What follows belongs to an exercise in optimizing a design on an open flow for small area; a production flow would make more cautious choices.
In this exercise RTL edits were held to simulation tests only and were not proved equivalent to the original.
No activity file was given, so power comes from the tool's default toggle rates. The flow treats the clock pin as an ideal source, which a real chip does not have.

**flow/config.mk**
```make
export PLATFORM = sky130hd
export DESIGN_NAME = neuron_network
export DESIGN_NICKNAME = neuron_network
export VERILOG_FILES = /design/flow/design.v
export SDC_FILE = /design/flow/constraint.sdc
export NUM_CORES = 4
export LEC_CHECK = 0
export CAP_MARGIN = 20
export CORE_MARGIN = 2
export CORE_UTILIZATION = 70
export CTS_CLUSTER_DIAMETER = 100
export CTS_CLUSTER_SIZE = 28
export PLACE_DENSITY = 0.8
export SLEW_MARGIN = 20
export SYNTH_HIERARCHICAL = 1
export SYNTH_MINIMUM_KEEP_SIZE = 0
```
**flow/constraint.sdc**
```tcl
create_clock -name core_clock -period 10.0 [get_ports {clk_i}]
set_input_delay 2.0000 -clock core_clock [delete_from_list [all_inputs] [get_ports {clk_i}]]
set_output_delay 2.0000 -clock core_clock [all_outputs]
set_load 0.01 [all_outputs]
```
**flow/design.v**
```verilog
`timescale 1ns / 1ps
module neuron_eval (
    input [31:0] m0, m1, g0, g1,
    input [8:0] p0, p1, l0, l1, tq0, tq1,
    input [1:0] we0, we1, wo0, wo1,
    input v0, v1, sel, nsel,
    output spike
);
    wire an0 = ~((m0[0] & g0[0]) | (m1[0] & g1[0]));
    wire an1 = ~((m0[1] & g0[1]) | (m1[1] & g1[1]));
    wire an2 = ~((m0[2] & g0[2]) | (m1[2] & g1[2]));
    wire an3 = ~((m0[3] & g0[3]) | (m1[3] & g1[3]));
    wire an4 = ~((m0[4] & g0[4]) | (m1[4] & g1[4]));
    wire an5 = ~((m0[5] & g0[5]) | (m1[5] & g1[5]));
    wire an6 = ~((m0[6] & g0[6]) | (m1[6] & g1[6]));
    wire an7 = ~((m0[7] & g0[7]) | (m1[7] & g1[7]));
    wire an8 = ~((m0[8] & g0[8]) | (m1[8] & g1[8]));
    wire an9 = ~((m0[9] & g0[9]) | (m1[9] & g1[9]));
    wire an10 = ~((m0[10] & g0[10]) | (m1[10] & g1[10]));
    wire an11 = ~((m0[11] & g0[11]) | (m1[11] & g1[11]));
    wire an12 = ~((m0[12] & g0[12]) | (m1[12] & g1[12]));
    wire an13 = ~((m0[13] & g0[13]) | (m1[13] & g1[13]));
    wire an14 = ~((m0[14] & g0[14]) | (m1[14] & g1[14]));
    wire an15 = ~((m0[15] & g0[15]) | (m1[15] & g1[15]));
    wire an16 = ~((m0[16] & g0[16]) | (m1[16] & g1[16]));
    wire an17 = ~((m0[17] & g0[17]) | (m1[17] & g1[17]));
    wire an18 = ~((m0[18] & g0[18]) | (m1[18] & g1[18]));
    wire an19 = ~((m0[19] & g0[19]) | (m1[19] & g1[19]));
    wire an20 = ~((m0[20] & g0[20]) | (m1[20] & g1[20]));
    wire an21 = ~((m0[21] & g0[21]) | (m1[21] & g1[21]));
    wire an22 = ~((m0[22] & g0[22]) | (m1[22] & g1[22]));
    wire an23 = ~((m0[23] & g0[23]) | (m1[23] & g1[23]));
    wire an24 = ~((m0[24] & g0[24]) | (m1[24] & g1[24]));
    wire an25 = ~((m0[25] & g0[25]) | (m1[25] & g1[25]));
    wire an26 = ~((m0[26] & g0[26]) | (m1[26] & g1[26]));
    wire an27 = ~((m0[27] & g0[27]) | (m1[27] & g1[27]));
    wire an28 = ~((m0[28] & g0[28]) | (m1[28] & g1[28]));
    wire an29 = ~((m0[29] & g0[29]) | (m1[29] & g1[29]));
    wire an30 = ~((m0[30] & g0[30]) | (m1[30] & g1[30]));
    wire an31 = ~((m0[31] & g0[31]) | (m1[31] & g1[31]));
    wire wen0 = ~((we1[0] & sel) | (we0[0] & nsel));
    wire wen1 = ~((we1[1] & sel) | (we0[1] & nsel));
    wire won0 = ~((wo1[0] & sel) | (wo0[0] & nsel));
    wire won1 = ~((wo1[1] & sel) | (wo0[1] & nsel));
    wire s1, c2;
    fa_m u_s1 (.x(an0), .y(an2), .z(an4), .s(s1), .c(c2));
    wire s3, c4;
    fa_m u_s3 (.x(an6), .y(an8), .z(an10), .s(s3), .c(c4));
    wire s5, c6;
    fa_m u_s5 (.x(an12), .y(an14), .z(an16), .s(s5), .c(c6));
    wire s7, c8;
    fa_m u_s7 (.x(an18), .y(an20), .z(an22), .s(s7), .c(c8));
    wire s9, c10;
    fa_m u_s9 (.x(an24), .y(an26), .z(an28), .s(s9), .c(c10));
    wire s11, c12;
    fa_m u_s11 (.x(s1), .y(s3), .z(s5), .s(s11), .c(c12));
    wire s13, c14;
    fa_m u_s13 (.x(s7), .y(s9), .z(s11), .s(s13), .c(c14));
    wire s15, c16;
    fa_m u_s15 (.x(c2), .y(c4), .z(c6), .s(s15), .c(c16));
    wire s17, c18;
    fa_m u_s17 (.x(c8), .y(c10), .z(c12), .s(s17), .c(c18));
    wire s19, c20;
    fa_m u_s19 (.x(s15), .y(c14), .z(s17), .s(s19), .c(c20));
    wire s21, c22;
    fa_m u_s21 (.x(c16), .y(c18), .z(c20), .s(s21), .c(c22));
    wire s23, c24;
    fa_m u_s23 (.x(an1), .y(an3), .z(an5), .s(s23), .c(c24));
    wire s25, c26;
    fa_m u_s25 (.x(an7), .y(an9), .z(an11), .s(s25), .c(c26));
    wire s27, c28;
    fa_m u_s27 (.x(an13), .y(an15), .z(an17), .s(s27), .c(c28));
    wire s29, c30;
    fa_m u_s29 (.x(an19), .y(an21), .z(an23), .s(s29), .c(c30));
    wire s31, c32;
    fa_m u_s31 (.x(an25), .y(an27), .z(an29), .s(s31), .c(c32));
    wire s33, c34;
    fa_m u_s33 (.x(s23), .y(s25), .z(s27), .s(s33), .c(c34));
    wire s35, c36;
    fa_m u_s35 (.x(s29), .y(s31), .z(s33), .s(s35), .c(c36));
    wire s37, c38;
    fa_m u_s37 (.x(c24), .y(c26), .z(c28), .s(s37), .c(c38));
    wire s39, c40;
    fa_m u_s39 (.x(c30), .y(c32), .z(c34), .s(s39), .c(c40));
    wire s41, c42;
    fa_m u_s41 (.x(s37), .y(c36), .z(s39), .s(s41), .c(c42));
    wire s43, c44;
    fa_m u_s43 (.x(c38), .y(c40), .z(c42), .s(s43), .c(c44));
    wire t45 = ~(wen0 | s13);
    wire t46 = wen1 | s13;
    wire t47 = ~(wen0 | s19);
    wire t48 = wen1 | s19;
    wire t49 = ~(wen0 | s21);
    wire t50 = wen1 | s21;
    wire t51 = ~(wen0 | c22);
    wire t52 = wen1 | c22;
    wire t53 = ~(wen0 | an30);
    wire t54 = wen1 | an30;
    wire t55 = ~(won0 | s35);
    wire t56 = won1 | s35;
    wire t57 = ~(won0 | s41);
    wire t58 = won1 | s41;
    wire t59 = ~(won0 | s43);
    wire t60 = won1 | s43;
    wire t61 = ~(won0 | c44);
    wire t62 = won1 | c44;
    wire t63 = ~(won0 | an31);
    wire t64 = won1 | an31;
    wire p65 = ((p1[0] & sel) | (p0[0] & nsel));
    wire l66 = ((l1[0] & sel) | (l0[0] & nsel));
    wire p67 = ((p1[1] & sel) | (p0[1] & nsel));
    wire l68 = ((l1[1] & sel) | (l0[1] & nsel));
    wire p69 = ((p1[2] & sel) | (p0[2] & nsel));
    wire l70 = ((l1[2] & sel) | (l0[2] & nsel));
    wire p71 = ((p1[3] & sel) | (p0[3] & nsel));
    wire l72 = ((l1[3] & sel) | (l0[3] & nsel));
    wire p73 = ((p1[4] & sel) | (p0[4] & nsel));
    wire l74 = ((l1[4] & sel) | (l0[4] & nsel));
    wire p75 = ((p1[5] & sel) | (p0[5] & nsel));
    wire l76 = ((l1[5] & sel) | (l0[5] & nsel));
    wire p77 = ((p1[6] & sel) | (p0[6] & nsel));
    wire l78 = ((l1[6] & sel) | (l0[6] & nsel));
    wire p79 = ((p1[7] & sel) | (p0[7] & nsel));
    wire l80 = ((l1[7] & sel) | (l0[7] & nsel));
    wire p81 = ((p1[8] & sel) | (p0[8] & nsel));
    wire l82 = ((l1[8] & sel) | (l0[8] & nsel));
    wire s83, c84;
    fa_m u_s83 (.x(p65), .y(l66), .z(t53), .s(s83), .c(c84));
    wire s85, c86;
    fa_m u_s85 (.x(t63), .y(s83), .z(t45), .s(s85), .c(c86));
    wire s87, c88;
    ha_m u_s87 (.x(t55), .y(s85), .s(s87), .c(c88));
    wire s89, c90;
    fa_m u_s89 (.x(p67), .y(l68), .z(t54), .s(s89), .c(c90));
    wire s91, c92;
    fa_m u_s91 (.x(t64), .y(c84), .z(s89), .s(s91), .c(c92));
    wire s93, c94;
    fa_m u_s93 (.x(s91), .y(t46), .z(t56), .s(s93), .c(c94));
    wire s95, c96;
    fa_m u_s95 (.x(t47), .y(t57), .z(c86), .s(s95), .c(c96));
    wire s97, c98;
    fa_m u_s97 (.x(s93), .y(c88), .z(s95), .s(s97), .c(c98));
    wire s99, c100;
    fa_m u_s99 (.x(p69), .y(l70), .z(c90), .s(s99), .c(c100));
    wire s101, c102;
    fa_m u_s101 (.x(c92), .y(s99), .z(t48), .s(s101), .c(c102));
    wire s103, c104;
    fa_m u_s103 (.x(t58), .y(c94), .z(t49), .s(s103), .c(c104));
    wire s105, c106;
    fa_m u_s105 (.x(t59), .y(c96), .z(s101), .s(s105), .c(c106));
    wire s107, c108;
    fa_m u_s107 (.x(c98), .y(s103), .z(s105), .s(s107), .c(c108));
    wire s109, c110;
    fa_m u_s109 (.x(p71), .y(l72), .z(c100), .s(s109), .c(c110));
    wire s111, c112;
    fa_m u_s111 (.x(s109), .y(t51), .z(t61), .s(s111), .c(c112));
    wire s113, c114;
    fa_m u_s113 (.x(t50), .y(t60), .z(c102), .s(s113), .c(c114));
    wire s115, c116;
    fa_m u_s115 (.x(c104), .y(s111), .z(c106), .s(s115), .c(c116));
    wire s117, c118;
    fa_m u_s117 (.x(s113), .y(c108), .z(s115), .s(s117), .c(c118));
    wire s119, c120;
    fa_m u_s119 (.x(p73), .y(l74), .z(c110), .s(s119), .c(c120));
    wire s121, c122;
    fa_m u_s121 (.x(s119), .y(t52), .z(t62), .s(s121), .c(c122));
    wire s123, c124;
    fa_m u_s123 (.x(c112), .y(c114), .z(s121), .s(s123), .c(c124));
    wire s125, c126;
    fa_m u_s125 (.x(c116), .y(s123), .z(c118), .s(s125), .c(c126));
    wire s127, c128;
    fa_m u_s127 (.x(p75), .y(l76), .z(c120), .s(s127), .c(c128));
    wire s129, c130;
    fa_m u_s129 (.x(s127), .y(c122), .z(c124), .s(s129), .c(c130));
    wire s131, c132;
    ha_m u_s131 (.x(s129), .y(c126), .s(s131), .c(c132));
    wire s133, c134;
    fa_m u_s133 (.x(p77), .y(l78), .z(c128), .s(s133), .c(c134));
    wire s135, c136;
    fa_m u_s135 (.x(s133), .y(c130), .z(c132), .s(s135), .c(c136));
    wire s137, c138;
    fa_m u_s137 (.x(p79), .y(l80), .z(c134), .s(s137), .c(c138));
    wire s139, c140;
    ha_m u_s139 (.x(s137), .y(c136), .s(s139), .c(c140));
    wire s141, c142;
    fa_m u_s141 (.x(p81), .y(l82), .z(c138), .s(s141), .c(c142));
    wire s143, c144;
    ha_m u_s143 (.x(s141), .y(c140), .s(s143), .c(c144));
    wire tq145 = ((tq1[0] & sel) | (tq0[0] & nsel));
    wire k146 = s87 & tq145;
    wire tq147 = ((tq1[1] & sel) | (tq0[1] & nsel));
    wire k148 = (s97 & tq147) | (k146 & (s97 | tq147));
    wire tq149 = ((tq1[2] & sel) | (tq0[2] & nsel));
    wire k150 = (s107 & tq149) | (k148 & (s107 | tq149));
    wire tq151 = ((tq1[3] & sel) | (tq0[3] & nsel));
    wire k152 = (s117 & tq151) | (k150 & (s117 | tq151));
    wire tq153 = ((tq1[4] & sel) | (tq0[4] & nsel));
    wire k154 = (s125 & tq153) | (k152 & (s125 | tq153));
    wire tq155 = ((tq1[5] & sel) | (tq0[5] & nsel));
    wire k156 = (s131 & tq155) | (k154 & (s131 | tq155));
    wire tq157 = ((tq1[6] & sel) | (tq0[6] & nsel));
    wire k158 = (s135 & tq157) | (k156 & (s135 | tq157));
    wire tq159 = ((tq1[7] & sel) | (tq0[7] & nsel));
    wire k160 = (s139 & tq159) | (k158 & (s139 | tq159));
    wire tq161 = ((tq1[8] & sel) | (tq0[8] & nsel));
    wire k162 = (s143 & tq161) | (k160 & (s143 | tq161));
    assign spike = (sel ? v1 : v0) & k162;
endmodule
module fa_m (input x, input y, input z, output s, output c);
    assign s = x ^ y ^ z;
    assign c = (x & y) | (z & (x ^ y));
endmodule
module ha_m (input x, input y, output s, output c);
    assign s = x ^ y;
    assign c = x & y;
endmodule
module xor_m (input x, input y, output s);
    assign s = x ^ y;
endmodule
module nor_m (input x, input y, output s);
    assign s = ~(x | y);
endmodule
module xnor_m (input x, input y, output s);
    assign s = ~(x ^ y);
endmodule
module andn_m (input x, input y, output s);
    assign s = x & ~y;
endmodule
`timescale 1ns / 1ps
module neuron_network (
    input clk_i,
    input wb_rst_i,
    input wbs_cyc_i,
    input wbs_stb_i,
    input wbs_we_i,
    input [3:0] wbs_sel_i,
    input [31:0] wbs_adr_i,
    input [31:0] wbs_dat_i,
    output reg wbs_ack_o,
    output [31:0] wbs_dat_o
);
    wire [31:0] adr = wbs_adr_i;
    wire wr = wbs_cyc_i & wbs_stb_i & wbs_we_i;
    wire rd = wbs_cyc_i & wbs_stb_i & ~wbs_we_i & (adr[18:17] == 2'b10);
    wire [31:0] lane = {{8{wbs_sel_i[3]}}, {8{wbs_sel_i[2]}}, {8{wbs_sel_i[1]}}, {8{wbs_sel_i[0]}}};
    wire in_hit0 = wr & (adr[31:2] == 30'h20000000);
    wire in_hit1 = wr & (adr[31:2] == 30'h20004000);
    reg [31:0] in0, in1;
    reg vin0, vin1;
    always @(posedge clk_i or posedge wb_rst_i)
        if (wb_rst_i) begin
            vin0 <= 1'b0;
            vin1 <= 1'b0;
        end else begin
            if (in_hit0) vin0 <= 1'b1;
            if (in_hit1) vin1 <= 1'b1;
        end
    genvar b;
    generate
        for (b = 0; b < 4; b = b + 1) begin : in_lane
            always @(posedge clk_i) begin
                if (in_hit0 & (wbs_sel_i[b] | ~vin0)) in0[8*b +: 8] <= wbs_dat_i[8*b +: 8] & lane[8*b +: 8];
                if (in_hit1 & (wbs_sel_i[b] | ~vin1)) in1[8*b +: 8] <= wbs_dat_i[8*b +: 8] & lane[8*b +: 8];
            end
        end
    endgenerate
    wire preg = wr & (adr[31:17] == 15'h4001) & (adr[15:12] == 4'h0);
    wire [5:0] word = adr[7:2];
    wire [31:0] d0 = wbs_dat_i & lane & {32{word == 6'd0}};
    wire [31:0] d1 = wbs_dat_i & lane & {32{word == 6'd1}};
    wire [31:0] d2 = wbs_dat_i & lane & {32{word == 6'd2}};
    wire [31:0] d3 = wbs_dat_i & lane & {32{word == 6'd3}};
    wire [3:0] w0l = wbs_sel_i & {4{word == 6'd0}};
    wire [3:0] w1l = wbs_sel_i & {4{word == 6'd1}};
    wire [3:0] w2l = wbs_sel_i & {4{word == 6'd2}};
    wire [3:0] w3l = wbs_sel_i & {4{word == 6'd3}};
    wire [7:0] p_hi = d1[31:24] + 8'd96;
    wire [7:0] t_lo = ~d3[31:24];
    reg sel;   
    always @(posedge clk_i or posedge wb_rst_i)
        if (wb_rst_i) sel <= 1'b0;
        else sel <= adr[16];
    wire nsel = ~sel;
    wire [31:0] g0 = in0 & {32{vin0 & nsel}};
    wire [31:0] g1 = in1 & {32{vin1 & sel}};
    wire [15:0] f;        
    wire [15:0] v1all;    
    genvar c, n;
    generate
        for (n = 0; n < 16; n = n + 1) begin : neuron
            wire [31:0] mask [0:1];
            wire [8:0] pot [0:1];
            wire [8:0] leak [0:1];
            wire [8:0] thr [0:1];
            wire [1:0] we_ [0:1];
            wire [1:0] wo_ [0:1];
            wire vld [0:1];
            for (c = 0; c < 2; c = c + 1) begin : core
                wire hit = preg & (adr[16] == c) & (adr[11:8] == n);
                reg v;
                always @(posedge clk_i or posedge wb_rst_i)
                    if (wb_rst_i) v <= 1'b0;
                    else if (hit) v <= 1'b1;
                reg [31:0] m;
                reg [8:0] p, l, t;
                reg [1:0] we, wo;
                always @(posedge clk_i) begin
                    if (hit & (w0l[0] | ~v)) m[7:0] <= d0[7:0];
                    if (hit & (w0l[1] | ~v)) m[15:8] <= d0[15:8];
                    if (hit & (w0l[2] | ~v)) m[23:16] <= d0[23:16];
                    if (hit & (w0l[3] | ~v)) m[31:24] <= d0[31:24];
                    if (hit & (w1l[3] | ~v)) p[8:1] <= p_hi;
                    if (hit & (w1l[2] | ~v)) p[0] <= d1[23];
                    if (hit & (w1l[0] | ~v)) we <= d1[6:5];
                    if (hit & (w2l[3] | ~v)) wo <= d2[29:28];
                    if (hit & (w2l[1] | ~v)) l[8:7] <= d2[9:8];
                    if (hit & (w2l[0] | ~v)) l[6:0] <= d2[7:1];
                    if (hit & (w2l[0] | ~v)) t[8] <= d2[0];
                    if (hit & (w3l[3] | ~v)) t[7:0] <= t_lo;
                end
                assign mask[c] = m;
                assign pot[c] = p;
                assign leak[c] = l;
                assign thr[c] = t;
                assign we_[c] = we;
                assign wo_[c] = wo;
                assign vld[c] = v;
            end
            assign v1all[n] = vld[1];
            neuron_eval ev (
                .m0(mask[0]), .m1(mask[1]), .g0(g0), .g1(g1),
                .p0(pot[0]), .p1(pot[1]), .l0(leak[0]), .l1(leak[1]),
                .tq0(thr[0]), .tq1(thr[1]),
                .we0(we_[0]), .we1(we_[1]), .wo0(wo_[0]), .wo1(wo_[1]),
                .v0(vld[0]), .v1(vld[1]), .sel(sel), .nsel(nsel),
                .spike(f[n])
            );
        end
    endgenerate
    reg [15:0] q;
    always @(posedge clk_i)
        if (adr[16] != sel) q <= f;
    wire [15:0] spike0 = sel ? q : f;
    wire [15:0] spike1 = sel ? f : (q & v1all);
    reg [15:0] out0, out1;
    reg vout0, vout1;
    always @(posedge clk_i or posedge wb_rst_i)
        if (wb_rst_i) begin
            vout0 <= 1'b0;
            vout1 <= 1'b0;
        end else begin
            if (adr[20]) vout0 <= 1'b1;
            if (adr[21]) vout1 <= 1'b1;
        end
    always @(posedge clk_i) begin
        if (adr[20]) out0 <= spike0;
        if (adr[21]) out1 <= spike1;
    end
    wire m0 = adr[31:2] == 30'h20010000;
    wire m1 = adr[31:2] == 30'h20014000;
    reg [15:0] dat;
    always @(posedge clk_i or posedge wb_rst_i)
        if (wb_rst_i) begin
            wbs_ack_o <= 1'b0;
            dat <= 16'h0000;
        end else if (rd) begin
            wbs_ack_o <= 1'b1;
            dat <= (out0 & {16{m0 & vout0}}) | (out1 & {16{m1 & vout1}});
        end
    assign wbs_dat_o = {16'h0000, dat};
endmodule
```
**flow/flow/run.sh**
```bash
#!/bin/bash
set -euo pipefail
export BUFFER_PORTS_ARGS="-buffer_cell sky130_fd_sc_hd__buf_1"
export CTS_ARGS="-sink_clustering_enable -repair_clock_nets -sink_clustering_size 28 -sink_clustering_max_diameter 100 -dont_use_dummy_load"
bash standard.sh > standard.log 2>&1
```
**flow/standard.sh**
```bash
#!/bin/bash
# synth_recipe.tcl (not shown) runs the flow's synth.tcl, then flattens the netlist and writes it again
# the make line also repeats each setting of config.mk as NAME=value (left out here)
make -C /OpenROAD-flow-scripts/flow DESIGN_CONFIG=/design/flow/config.mk WORK_HOME=/design/flow/orfs CLKGATE_MAP_FILE= SYNTH_SCRIPT=/design/flow/synth_recipe.tcl "${@:-finish}"
```
==> results of run 1 <==
[cell usage after synthesis (27+ instances only)]
cell | count | area share (%)
fa_1 | 784 | 16
a22oi_1 | 624 | 4.7
a21oi_1 | 376 | 1.9
nand2b_1 | 52 | 0.33
buf_6 | 50 | 0.56
dfrtp_1 | 54 | 1.4
o21ai_0 | 32 | 0.16
edfxtp_1 | 2128 | 64
buf_2 | 52 | 0.26
nor2_1 | 222 | 0.84
and3_1 | 66 | 0.41
nand3_1 | 32 | 0.16
ha_1 | 65 | 0.82
buf_1 | 33 | 0.12
clkbuf_1 | 126 | 0.47
nand2_1 | 110 | 0.41
and2_1 | 76 | 0.48
a22o_1 | 432 | 3.8
or2_2 | 162 | 1.0
inv_1 | 27 | 0.10
[flip-flops by register name (all words and copies together) (netlist names)]
| name | flops |
|---|---|
| wbs_ack_o | 1 |
| neuron.core.wo | 64 |
| in0 | 32 |
| neuron.core.we | 64 |
| dat | 16 |
| q | 16 |
| sel | 1 |
| out0 | 16 |
| neuron.core.v | 32 |
| neuron.core.l | 288 |
| neuron.core.p | 288 |
| neuron.core.m | 1024 |
| out1 | 16 |
| vin1 | 1 |
| vout0 | 1 |
| neuron.core.t | 288 |
| vin0 | 1 |
| vout1 | 1 |
| in1 | 32 |
[final timing paths]
| path | from | endpoint | slack, ns | cells after the start |
|---|---|---|---|---|
| max | sel | out0[8] | 0.44 | 22 |
| min | out1[11] | dat[11] | 0.44 | 2 |
| max reg2reg | sel | out0[8] | 0.44 | 22 |
| min reg2reg | out1[11] | dat[11] | 0.44 | 2 |
| max in group asynchronous | wb_rst_i | sel | 7.25 | 3 |
| min in group asynchronous | wb_rst_i | neuron[11].core[0].v | 1.43 | 2 |
[cell type report]
cell class / instances / area [um2] / area share, %
diodes: 17 / 42.5 / 0.0407
repair buffers: 262 / 1690 / 1.61
flip-flops and latches: 2182 / 65300 / 62.4
multi-input cells: 3272 / 33000 / 31.5
clock buffers: 87 / 2180 / 2.08
inverters: 27 / 109 / 0.104
well taps: 1890 / 2360 / 2.26
[modules after synthesis, one instance, submodules excluded]
module	area, um2	flip-flops and latches	times used	cells inside
neuron_network	70300	2182	1	3104
fa_m	20.0	0	784	1
ha_m	12.5	0	64	1
neuron_eval	808	0	16	112
[per-stage QoR]
step	worst slack, ns	hold WS (ns)	total power, uW	utilization (%)	cell area [um2]
finish	0.442	0.442	15200	74.0	105000
global route	0.328	0.459	15500	74.0	105000
CTS	0.655	0.446	15100	73.9	105000
detailed placement	0.677	0.434	11200	72.4	102000
global placement	0.796	0.435	11200	72.4	102000
floorplan	1.59	0.422	10900	-	99700
[kinds of logic after synthesis]
family	after synthesis	synth area share [%]
flip-flops	2182	65.5
other	1	0.00376
adder cells (fa/ha/maj)	865	16.7
AO/OA/AOI/OAI	1608	11.8
XOR/XNOR	2	0.0176
multiplexers	16	0.181
buffers and inverters	305	1.65
AND/OR/NAND/NOR	765	4.12
[layout by cell type (no fill, tap or decap), drive strengths merged, types with 16 or more instances in the layout]
master and instances:
inv 27, clkbuf 87, o221ai 16, a221oi 16, and3 66, nand2 110
o21ai 32, a221o 16, dfrtp 54, nor2 222, diode 17, fa 784
a21oi 376, a22o 432, and2 76, or2 162, a31oi 16, buf 262
a22oi 640, conb 16, o211a 16, maj3 16, mux2 16, edfxtp 2128
nand2b 52, a211oi 16, a222oi 16, ha 65, o211ai 16, nand3 49
[worst min-delay path: stages (launching register included)]
cell and delay [ns]:
edfxtp_1 0.33, nand2_1 0.04, nand2_1 0.05
[routing by layer]
layer | vias up | part of all wire (%)
met4 | 18 | 7.8
met2 | 5226 | 44
met3 | 1080 | 16
met5 | - | 0.095
met1 | 29600 | 32
li1 | 22400 | -
[power by group through the flow]
stage | clock network, uW | logic, uW | registers, uW
global placement | 0 | 1040 | 10100
global route | 4410 | 1210 | 9910
finish | 4180 | 1100 | 9910
CTS | 4160 | 1080 | 9910
floorplan | 0 | 799 | 10100
detailed placement | 0 | 1070 | 10100
==> impl_metrics.py, run 1 <==
metrics = {
    "pwr": {
        "pwr-share-seq_pct": 65.2,
        "p_clk_share_pct": 27.5,
        "power.internal_uw": 11900,
        "power.leakage_uw": 0.0293,
        "p_comb_share_pct": 7.3,
        "p_sw_uw": 3270,
        "sw_frac_of_total_pct": 21.5,
        "ir_worst_vdd_v": 0.000134,
        "powerDensity_nw_per_um2": 145,
    },
    "floorplanning": {
        "rows": 138,
        "die_height_um": 381,
        "start_util_pct": 70.5,
        "core-area_um2": 141000,
        "fp.dieArea_um2": 145000,
        "io_pins": 106,
        "die_w_um": 381,
    },
    "clock_network": {
        "root_buffer": "clkbuf_16",
        "cts-resized-gates": 0,
        "clock_latency_ns": 0.75,
        "cts_sinks": 2182,
        "cts_hold_buffers": 0,
        "cts.reportedPaths.clkPinSlew_ns": 0.11,
        "post_cts_buffers": 0,
        "cts_tree": "done",
        "htreeDepth": 3,
        "numCtsBuffers": 87,
        "cts_buffer_depth": 3,
    },
    "detailed_routing": {
        "num_vias": 58300,
        "wirelength_um": 293000,
        "vias_per_cell": 7.54,
        "firstDrtPassIters": 10,
        "drt_iter0_drc": 9204,
        "postRouteAntennaNets": 0,
        "drc": 0,
        "routedWlPerCell_um": 37.9,
    },
    "worst_setup_path": {
        "slowest_stage": "and2_1",
        "critPathBufInv": 1,
        "path_delay_family": "adder cells",
        "path_cells": "nor2b_1 > buf_4 > and2_1 > a22oi_1 > fa_1 > fa_1 > fa_1 > fa_1 > or2_2 > fa_1 > fa_1 > fa_1 > fa_1 > fa_1 > ha_1 > fa_1 > ha_1 > ha_1 > nand2_1 > nand3_1 > o211a_1 > mux2_2",
        "start_kind": "flip-flop",
        "crit_type": "reg2reg",
        "max_stage_delay_ns": 0.81,
        "cpMostUsedCell": "fa_1",
        "cp_max_fo": 32,
        "worstPathRequired_ns": 10.51,
        "critPathArrivalTime_ns": 10.07,
        "end_kind": "flip-flop",
    },
    "synthesis": {
        "syn_area_per_cell_um2": 17.4,
        "synth-edff-count": 2128,
        "synth_seq_cells": 2182,
        "ys_async_sr_fraction_pct": 2.47,
        "synth_seq_area_share_pct": 65.5,
        "ys_warn_count": 7,
        "synth.distinct_cells": 45,
        "synth_area_um2": 99700,
        "ys.flop_type": "edfxtp_1",
        "post_synth_inst_count": 5744,
    },
    "grt": {
        "grtUsageMet1_pct": 51.5,
        "grt_pass1_wl_um": 407000,
        "grt_use_total_pct": 40.5,
        "grt_pass1_vias": 58400,
        "antenna_found_initial": 18,
        "grt_max_degree": 130,
        "grt-ovfl-total": 0,
        "met2_usage_pct": 59.1,
        "met3_usage_pct": 15.8,
        "grt_busiest_layer": "met2",
    },
    "sta": {
        "period_share_pct": 95.6,
        "tightest_slew_ns": 1.28,
        "final.setup_skew_ns": 0.0280,
        "drv_slew": 0,
        "layout_min_cycle_time_ns": 9.56,
        "relSlewSlack_pct": 14.0,
        "rsz0062_at_grt": "no",
        "setup_tns_ns": 0,
        "fmax_ghz": 0.105,
        "hold_viol": 0,
        "setup_violations": 0,
    },
    "finish": {
        "n_fill_cell": 8213,
        "layoutNonFillerInstCount": 7737,
        "nets": 6754,
        "areaGrowthSynthToFinish_pct": 4.97,
        "drive_gt1_share_pct": 9.45,
    },
    "place": {
        "io_buffers": 87,
        "routabilityCongestion": 0.984,
        "dp.cells": 7630,
        "detailed_place_hpwl_um": 189000,
    },
    "outcome": {
        "status": "no timing/DRC/antenna violations",
    },
    "job": {
        "cap_violations": 0,
    },
    "worst_hold_path": {
        "worst_hold_path_type": "reg2reg",
    },
}
==> run 2: changes to the inputs <==
--- a/flow/config.mk
+++ b/flow/config.mk
@@ -8,8 +8,8 @@
 export CAP_MARGIN = 20
 export CORE_MARGIN = 2
-export CORE_UTILIZATION = 70
+export CORE_UTILIZATION = 78
 export CTS_CLUSTER_DIAMETER = 100
 export CTS_CLUSTER_SIZE = 28
-export PLACE_DENSITY = 0.8
+export PLACE_DENSITY = 0.86
 export SLEW_MARGIN = 20
 export SYNTH_HIERARCHICAL = 1
==> run 2 against run 1 <==
Net effect: still clean; clock skew up 0.025 ns; hold slack better by 0.0047 ns; count of clock-buffer cells in the layout unchanged; utilization up 8.0 points; power up 0.15%; first-iteration DRC count up 22%; synthesized cell count unchanged; die area down 10%; cell count down 3.4%; global-route usage up 6.8 points; clock power about the same.
==> impl_metrics.py, run 2 <==
metrics = {
    "synthesis": {
        "synth_commonest_cells": "edfxtp_1 (2128), fa_1 (784), a22oi_1 (624)",
        "synth_area_leader_cell": "edfxtp_1",
        "ys.flop_type": "edfxtp_1",
        "yosys.area.top_type_share_pct": 64.1,
        "synth.most_common_cell": "edfxtp_1",
        "ys_async_sr_fraction_pct": 2.47,
        "synth-edff-count": 2128,
        "synth_seq_cells": 2182,
        "synth_seq_area_share_pct": 65.5,
        "syn_area_per_cell_um2": 17.4,
        "synthTopCellsByArea": "edfxtp_1 (64%), fa_1 (16%), a22oi_1 (4.7%)",
        "synth.distinct_cells": 45,
        "ys_warn_count": 7,
        "post_synth_inst_count": 5744,
        "synth_area_um2": 99700,
    },
    "floorplanning": {
        "die_w_um": 362,
        "rows": 131,
        "die_height_um": 362,
        "fp.dieArea_um2": 131000,
        "core-area_um2": 127000,
        "io_pins": 106,
        "start_util_pct": 78.4,
    },
    "grt": {
        "grt_max_degree": 118,
        "grt_pass1_vias": 60900,
        "grt-ovfl-total": 0,
        "grt_use_total_pct": 47.3,
        "grt_pass1_wl_um": 423000,
        "antenna_found_initial": 19,
    },
    "sta": {
        "setup_violations": 0,
        "layout_min_cycle_time_ns": 9.76,
        "setup_tns_ns": 0,
        "final.setup_skew_ns": 0.0531,
        "fmax_ghz": 0.102,
        "period_share_pct": 97.6,
        "drv_slew": 0,
        "rsz0062_at_grt": "no",
        "relSlewSlack_pct": 13.1,
        "tightest_slew_ns": 1.30,
        "hold_viol": 0,
    },
    "pwr": {
        "power.leakage_uw": 0.0291,
        "ir_worst_vdd_v": 0.000224,
        "powerDensity_nw_per_um2": 146,
    },
    "worst_setup_path": {
        "r2r_setup_slack_ns": 0.24,
        "reg2reg_depth": 21,
        "path_delay_family": "adder cells",
        "cpMostUsedCell": "fa_1",
        "end_kind": "flip-flop",
        "critPathArrivalTime_ns": 10.27,
        "timing.rr.end": "out0[4]",
        "crit_type": "reg2reg",
        "start_kind": "flip-flop",
        "worstReg2RegStart": "vin1",
        "worstPathRequired_ns": 10.52,
        "path_cells": "and3_1 > buf_4 > a22oi_1 > fa_1 > fa_1 > fa_1 > fa_1 > nor2_1 > fa_1 > fa_1 > fa_1 > fa_1 > fa_1 > ha_1 > fa_1 > ha_1 > ha_1 > nand2_1 > nand3_1 > o211a_1 > mux2_2",
        "slowest_stage": "dfrtp_1",
        "cp_max_fo": 37,
        "max_stage_delay_ns": 1.15,
        "critPathBufInv": 1,
    },
    "finish": {
        "drive_gt1_share_pct": 9.23,
        "final_util_pct": 82.0,
        "largest-register": "neuron.core.m",
        "largest_reg_flops": 1024,
        "areaGrowthSynthToFinish_pct": 4.57,
        "layout_commonest_cell": "edfxtp_1",
        "mostFrequentLayoutCells": "edfxtp_1 (2128), fa_1 (784), a22oi_1 (624)",
        "nets": 6722,
    },
    "worst_hold_path": {
        "worst_hold_path_type": "reg2reg",
        "min_from": "out1[8]",
        "hold_end": "dat[8]",
        "hold_depth": 2,
    },
    "place": {
        "io_buffers": 87,
        "routabilityCongestion": 1.00,
        "detailed_place_hpwl_um": 191000,
    },
    "detailed_routing": {
        "drt_iter0_drc": 11300,
        "num_vias": 60400,
        "postRouteAntennaNets": 0,
        "drc": 0,
        "routedWlPerCell_um": 40.7,
        "wirelength_um": 304000,
        "firstDrtPassIters": 14,
        "vias_per_cell": 8.08,
    },
    "clock_network": {
        "post_cts_buffers": 0,
        "root_buffer": "clkbuf_16",
        "cts_buffer_depth": 3,
        "cts_sinks": 2182,
        "numCtsBuffers": 87,
        "htreeDepth": 3,
        "cts_hold_buffers": 0,
        "cts_tree": "done",
        "clock_latency_ns": 0.77,
        "cts-resized-gates": 0,
        "cts.reportedPaths.clkPinSlew_ns": 0.11,
    },
    "job": {
        "cap_violations": 0,
    },
    "outcome": {
        "status": "no timing/DRC/antenna violations",
    },
}
## run 2: through the flow
step,setup WS (ns),instance area (um2),cells,total power [uW],hold WS (ns)
floorplan,1.59,99700,5759,10900,0.422
global placement,1.02,102000,7372,11200,0.432
global route,0.246,104000,7463,15500,0.486
finish,0.243,104000,7476,15200,0.447
CTS,0.745,104000,7460,15100,0.436
detailed placement,0.778,102000,7373,11200,0.438
## run 2: worst register-to-register path: stages (launching register included)
cell and delay, ns:
dfrtp_1 1.15, and3_1 1.09, buf_4 0.49, a22oi_1 0.17, fa_1 0.59, fa_1 0.48, fa_1 0.46, fa_1 0.60
nor2_1 0.08, fa_1 0.46, fa_1 0.53, fa_1 0.45, fa_1 0.46, fa_1 0.40, ha_1 0.23, fa_1 0.40
ha_1 0.23, ha_1 0.34, nand2_1 0.11, nand3_1 0.08, o211a_1 0.36, mux2_2 0.33
## run 2: final cells by class
| cell class | instances | area (um2) |
|---|---|---|
| fillers | 5981 | 22900 |
| flip-flops and latches | 2182 | 65300 |
| well taps | 1662 | 2080 |
| clock buffers | 87 | 2180 |
| repair buffers | 230 | 1520 |
| multi-input cells | 3272 | 33100 |
| inverters | 27 | 109 |
| diodes | 16 | 40.0 |
## run 2: per-layer routing
layer,GRT usage [%],vias up,share of wire [%]
met5,0.851,-,0.12
met4,35.4,24,10
met3,20.7,1651,17
met2,68.7,6392,44
met1,56.6,29900,29
li1,-,22400,-
## run 2: worst max path at each step
stage | startpoint | to | depth (start not counted)
6_report | vin1 | out0[4] | 21
3_3_place_gp | vin1 | out0[1] | 21
5_1_grt | vin1 | out0[4] | 21
4_1_cts | vin1 | out0[4] | 21
3_5_place_dp | vin1 | out0[4] | 21
2_1_floorplan | sel | out0[10] | 22
## run 2: cells by family (layout without fill, tap and decap cells)
kind of cell | after synthesis | after routing | synth area share (%)
xor+xnor | 2 | 2 | 0.0176
other cells | 1 | 32 | 0.00376
buf+inv | 305 | 344 | 1.65
mux | 16 | 16 | 0.181
fa+ha+maj | 865 | 865 | 16.7
simple gates | 765 | 765 | 4.12
flops | 2182 | 2182 | 65.5
compound gates | 1608 | 1608 | 11.8
## run 2: power breakdown
group / internal, uW / leakage (uW) / total (uW) / switching, uW
combinational: 454 / 0.0108 / 1140 / 683
clock: 1570 / 0.00107 / 4170 / 2600
sequential: 9900 / 0.0172 / 9910 / 7.41
total: 11900 / 0.0291 / 15200 / 3290
## run 2: per-module statistics from Yosys (local to each module, per instance)
module,cells,copies in the design
neuron_network,3104,1
ha_m,1,64
neuron_eval,112,16
fa_m,1,784

-- what the ideal ports hide --
The flow's constraints put no driver on any port. The routed layouts listed below were extracted and timed again, unchanged, in two steps. Step 1: set_driving_cell puts a clkbuf_16 on clk_i and a buf_2 on each other input, an assumption about the parent block. Step 2 moves the port delays by t, midway between the first and last clock arrival at a register: inputs arrive t later, outputs are due t later. That takes back most of the time a late clock gives input paths. Slacks: ideal / step 1 / step 2; pairs: ideal / step 1.
| run | t (ns) | setup slack, ns | worst setup path at the end | clock arrival spread, ns |
|---|---|---|---|---|
| run 1 | 0.819 | 0.442 / 0.442 / 0.442 | register to register | 0.038 / 0.038 |
| run 2 | 0.829 | 0.243 / 0.243 / 0.243 | register to register | 0.054 / 0.054 |
After both steps every run listed still meets setup and hold.
